This design comes from an exercise in tuning for small area on the open sky130 flow, not from production work. Only simulation tests tie the RTL to the original design; equivalence was not proved. No driver is modelled on the clock port, so clock power and skew are understated where the tree is cut down; a real chip needs a root buffer or a tree. Power figures rest on the tool's default switching activity, not on a simulated workload.

oak:
// counter
module counter(
        input reset,
        input pause,
        input lap,
        input lap1,
        input lap2,
        input lap3,
        input clk_50M,
        output [6:0] seven_seg,
        output [3:0] an,
        output led0,
        output led1,
        output led2,
        output led3,
        output led4,
        output led5,
        output led6,
        output led7,
        output dp
    );
Settings: LEC_CHECK=0, ABC_AREA=1, CAP_MARGIN=20, CORE_MARGIN=2, CORE_UTILIZATION=70, PLACE_DENSITY=0.8, SLEW_MARGIN=20; clock period 10.0 ns.
standard.sh (not shown) runs the stock make flow with config.mk's settings and CLKGATE_MAP_FILE= SYNTH_SCRIPT=/design/flow/synth_recipe.tcl, a recipe that flattens the netlist after the stock synthesis.
==> flow/flow/run.sh <==
#!/bin/bash
# Layout flow: the standard ORFS flow (standard.sh), with
#  - an area-only ABC mapping script for synthesis and no half-adder
#    extraction (registers are untouched by both),
#  - the smallest buffer for the port buffers,
#  - a small two-level clock tree (flow/cts.tcl: ORFS's cts.tcl with
#    clock_tree_synthesis replaced by a root buffer and 4 leaf buffers,
#    each driving one cluster of registers).
# Each tool's output goes to a log file of its own in the work folder.
set -euo pipefail
cd "$(dirname "$0")/.."
WORK=$PWD
S=$WORK/scripts_custom

# ORFS scripts folder identical to the original except for two files
mkdir -p "$S"
for f in "$FLOW_HOME"/scripts/*; do
    ln -sf "$f" "$S/"
done
rm -f "$S/abc_area.script" "$S/cts.tcl"
cp "$WORK/flow/abc_area.script" "$S/abc_area.script"
cp "$WORK/flow/cts.tcl" "$S/cts.tcl"

bash standard.sh synth SCRIPTS_DIR="$S" ABC_AREA=1 ADDER_MAP_FILE= \
    > "$WORK/synth.log" 2>&1
bash standard.sh finish SCRIPTS_DIR="$S" \
    BUFFER_PORTS_ARGS="-buffer_cell sky130_fd_sc_hd__buf_1" \
    MANUAL_CTS_LEAVES=4 \
    MANUAL_CTS_LEAF=sky130_fd_sc_hd__clkbuf_8 \
    MANUAL_CTS_ROOT=sky130_fd_sc_hd__clkbuf_4 \
    > "$WORK/layout.log" 2>&1
==> flow/flow/cts.tcl <==
utl::set_metrics_stage "cts__{}"
source $::env(SCRIPTS_DIR)/load.tcl
source $::env(SCRIPTS_DIR)/lec_check.tcl
erase_non_stage_variables cts
load_design 3_place.odb 3_place.sdc
source_step_tcl PRE CTS

# Clone clock tree inverters next to register loads
# so cts does not try to buffer the inverted clocks.
repair_clock_inverters

proc save_progress { stage } {
  puts "Run 'make gui_$stage.odb' to load progress snapshot"
  orfs_write_db $::env(RESULTS_DIR)/$stage.odb
  orfs_write_sdc $::env(RESULTS_DIR)/$stage.sdc
}

# Manual clock tree: one root buffer on the clock port driving N leaf
# buffers, each driving one cluster of registers (k-means on location).
proc manual_cts {nleaf leafcell rootcell} {
  set db [ord::get_db]
  set block [ord::get_db_block]
  set clknet [$block findNet clk_50M]
  set sinks {}
  foreach it [$clknet getITerms] {
    lappend sinks $it
  }
  set n [llength $sinks]
  set xs {}; set ys {}
  foreach it $sinks {
    set inst [$it getInst]
    set bb [$inst getBBox]
    lappend xs [expr {([$bb xMin] + [$bb xMax]) / 2.0}]
    lappend ys [expr {([$bb yMin] + [$bb yMax]) / 2.0}]
  }
  # k-means, seeded by sorting on x+y
  set order [lsort -real -indices [lmap x $xs y $ys {expr {$x + 0.7 * $y}}]]
  set cx {}; set cy {}
  for {set k 0} {$k < $nleaf} {incr k} {
    set i [lindex $order [expr {int(($k + 0.5) * $n / $nleaf)}]]
    lappend cx [lindex $xs $i]; lappend cy [lindex $ys $i]
  }
  set cap [expr {int(ceil(double($n) / $nleaf)) + 2}]
  for {set iter 0} {$iter < 30} {incr iter} {
    # balanced assignment: greedy by distance with a cap per cluster
    set pairs {}
    for {set i 0} {$i < $n} {incr i} {
      for {set k 0} {$k < $nleaf} {incr k} {
        set d [expr {abs([lindex $xs $i] - [lindex $cx $k]) + abs([lindex $ys $i] - [lindex $cy $k])}]
        lappend pairs [list $d $i $k]
      }
    }
    set pairs [lsort -real -index 0 $pairs]
    set asg [lrepeat $n -1]
    set cnt [lrepeat $nleaf 0]
    foreach p $pairs {
      lassign $p d i k
      if {[lindex $asg $i] >= 0} continue
      if {[lindex $cnt $k] >= $cap} continue
      lset asg $i $k
      lset cnt $k [expr {[lindex $cnt $k] + 1}]
    }
    set sx [lrepeat $nleaf 0.0]; set sy [lrepeat $nleaf 0.0]
    for {set i 0} {$i < $n} {incr i} {
      set k [lindex $asg $i]
      lset sx $k [expr {[lindex $sx $k] + [lindex $xs $i]}]
      lset sy $k [expr {[lindex $sy $k] + [lindex $ys $i]}]
    }
    for {set k 0} {$k < $nleaf} {incr k} {
      if {[lindex $cnt $k] > 0} {
        lset cx $k [expr {[lindex $sx $k] / [lindex $cnt $k]}]
        lset cy $k [expr {[lindex $sy $k] / [lindex $cnt $k]}]
      }
    }
  }
  puts "manual_cts: $n sinks, cluster sizes $cnt"
  set lmaster [$db findMaster $leafcell]
  set rmaster [$db findMaster $rootcell]
  # root
  set rnet [odb::dbNet_create $block clknet_root]
  $rnet setSigType CLOCK
  set root [odb::dbInst_create $block $rmaster clkbuf_root]
  set ax 0.0; set ay 0.0
  foreach x $cx y $cy { set ax [expr {$ax + $x}]; set ay [expr {$ay + $y}] }
  set ax [expr {int($ax / $nleaf)}]; set ay [expr {int($ay / $nleaf)}]
  $root setLocation $ax $ay
  $root setPlacementStatus PLACED
  [$root findITerm A] connect $clknet
  [$root findITerm X] connect $rnet
  # leaves
  set nets {}
  for {set k 0} {$k < $nleaf} {incr k} {
    set net [odb::dbNet_create $block clknet_leaf_$k]
    $net setSigType CLOCK
    set b [odb::dbInst_create $block $lmaster clkbuf_leaf_$k]
    $b setLocation [expr {int([lindex $cx $k])}] [expr {int([lindex $cy $k])}]
    $b setPlacementStatus PLACED
    [$b findITerm A] connect $rnet
    [$b findITerm X] connect $net
    lappend nets $net
  }
  for {set i 0} {$i < $n} {incr i} {
    set it [lindex $sinks $i]
    $it disconnect
    $it connect [lindex $nets [lindex $asg $i]]
  }
  $clknet setSigType CLOCK
}

# Clock tree: a root buffer on the clock port and a few leaf buffers, each
# driving one cluster of registers (instead of clock_tree_synthesis).
set_dont_use $::env(DONT_USE_CELLS)
log_cmd manual_cts $::env(MANUAL_CTS_LEAVES) $::env(MANUAL_CTS_LEAF) $::env(MANUAL_CTS_ROOT)
set_propagated_clock [all_clocks]


utl::push_metrics_stage "cts__{}__pre_repair_timing"
log_cmd estimate_parasitics -placement
if { $::env(DETAILED_METRICS) } {
  report_metrics 4 "cts pre-repair-timing"
}
utl::pop_metrics_stage

set_placement_padding -global \
  -left $::env(CELL_PAD_IN_SITES_DETAIL_PLACEMENT) \
  -right $::env(CELL_PAD_IN_SITES_DETAIL_PLACEMENT)

set result [catch { detailed_placement } msg]
if { $result != 0 } {
  save_progress 4_1_error
  error "Detailed placement failed in CTS: $msg"
}

log_cmd estimate_parasitics -placement

if { $::env(CTS_SNAPSHOTS) } {
  save_progress 4_1_pre_repair_hold_setup
}

if { !$::env(SKIP_CTS_REPAIR_TIMING) } {
  if { $::env(EQUIVALENCE_CHECK) } {
    write_eqy_verilog 4_before_rsz.v
  }
  if { $::env(LEC_CHECK) } {
    write_lec_verilog 4_before_rsz_lec.v
  }

  repair_timing_helper

  if { $::env(EQUIVALENCE_CHECK) } {
    run_equivalence_test
  }
  if { $::env(LEC_CHECK) } {
    write_lec_verilog 4_after_rsz_lec.v
    run_lec_test 4_rsz 4_before_rsz_lec.v 4_after_rsz_lec.v
  }

  set result [catch { detailed_placement } msg]
  if { $result != 0 } {
    save_progress 4_1_error
    error "Detailed placement failed in CTS: $msg"
  }

  check_placement -verbose
}

report_metrics 4 "cts final"

source_step_tcl POST CTS

orfs_write_db $::env(RESULTS_DIR)/4_1_cts.odb
orfs_write_sdc $::env(RESULTS_DIR)/4_cts.sdc
Other scripts of this flow, unchanged in this note and not shown: flow/flow/abc_area.script
oak went all the way through the flow, and no timing, DRC or antenna check failed.
### oak -> pine
- CORE_UTILIZATION: 70 -> 40
- PLACE_DENSITY: 0.8 -> unset
--- a/flow/flow/run.sh
+++ b/flow/flow/run.sh
@@ -5,5 +5,5 @@
 #  - the smallest buffer for the port buffers,
 #  - a small two-level clock tree (flow/cts.tcl: ORFS's cts.tcl with
-#    clock_tree_synthesis replaced by a root buffer and 4 leaf buffers,
+#    clock_tree_synthesis replaced by a root buffer and 5 leaf buffers,
 #    each driving one cluster of registers).
 # Each tool's output goes to a log file of its own in the work folder.
@@ -26,5 +26,5 @@
 bash standard.sh finish SCRIPTS_DIR="$S" \
     BUFFER_PORTS_ARGS="-buffer_cell sky130_fd_sc_hd__buf_1" \
-    MANUAL_CTS_LEAVES=4 \
+    MANUAL_CTS_LEAVES=5 \
     MANUAL_CTS_LEAF=sky130_fd_sc_hd__clkbuf_8 \
     MANUAL_CTS_ROOT=sky130_fd_sc_hd__clkbuf_4 \
--- outcome ---
Summary: die area, pine worse than oak. pine consumes more power than oak does. Worst setup margin: pine better than oak.
The inputs of birch differ from those of pine as listed below.
- changing SLEW_MARGIN from 20 to 0
- changing CAP_MARGIN from 20 to 0
### Flow results
Compared with pine, in birch final instance area comparable; met3 track demand over resource in global routing stayed essentially flat; number of buffers added to fix hold violations after cts stayed essentially flat; placement row count has remained practically unchanged. Result: PASS for each of birch and pine.
In every run of this note, the design's own scripts or RTL, not TritonCTS, make the clock network.

==> port drivers added, routing unchanged <==
The flow's constraints put no driver on any port. The routed layouts listed below were extracted and timed again, unchanged, in two steps. Step 1 assumes that a clkbuf_16 drives the clock port and a buf_2 every other input. Step 2 times the ports against the registers' clock, not the clock port: input delays grow and output delays shrink by t, the midpoint of the rising clock arrivals with the driver on. Slacks: ideal ports / drivers / drivers and shift; pairs: ideal ports / drivers.
run	t, ns	setup slack, ns	worst slew at a driven data input, ns	pins driven straight from the clock port
oak	0.401	3.218 / 3.193 / 3.193	0.04	1
pine	0.420	3.230 / 3.208 / 3.208	0.03	1
birch	0.420	3.230 / 3.208 / 3.208	0.03	1
After both steps every run listed still meets setup and hold. For oak, which loses most, drivers alone change the setup slack by -0.025 ns; drivers and shift together by -0.025 ns.
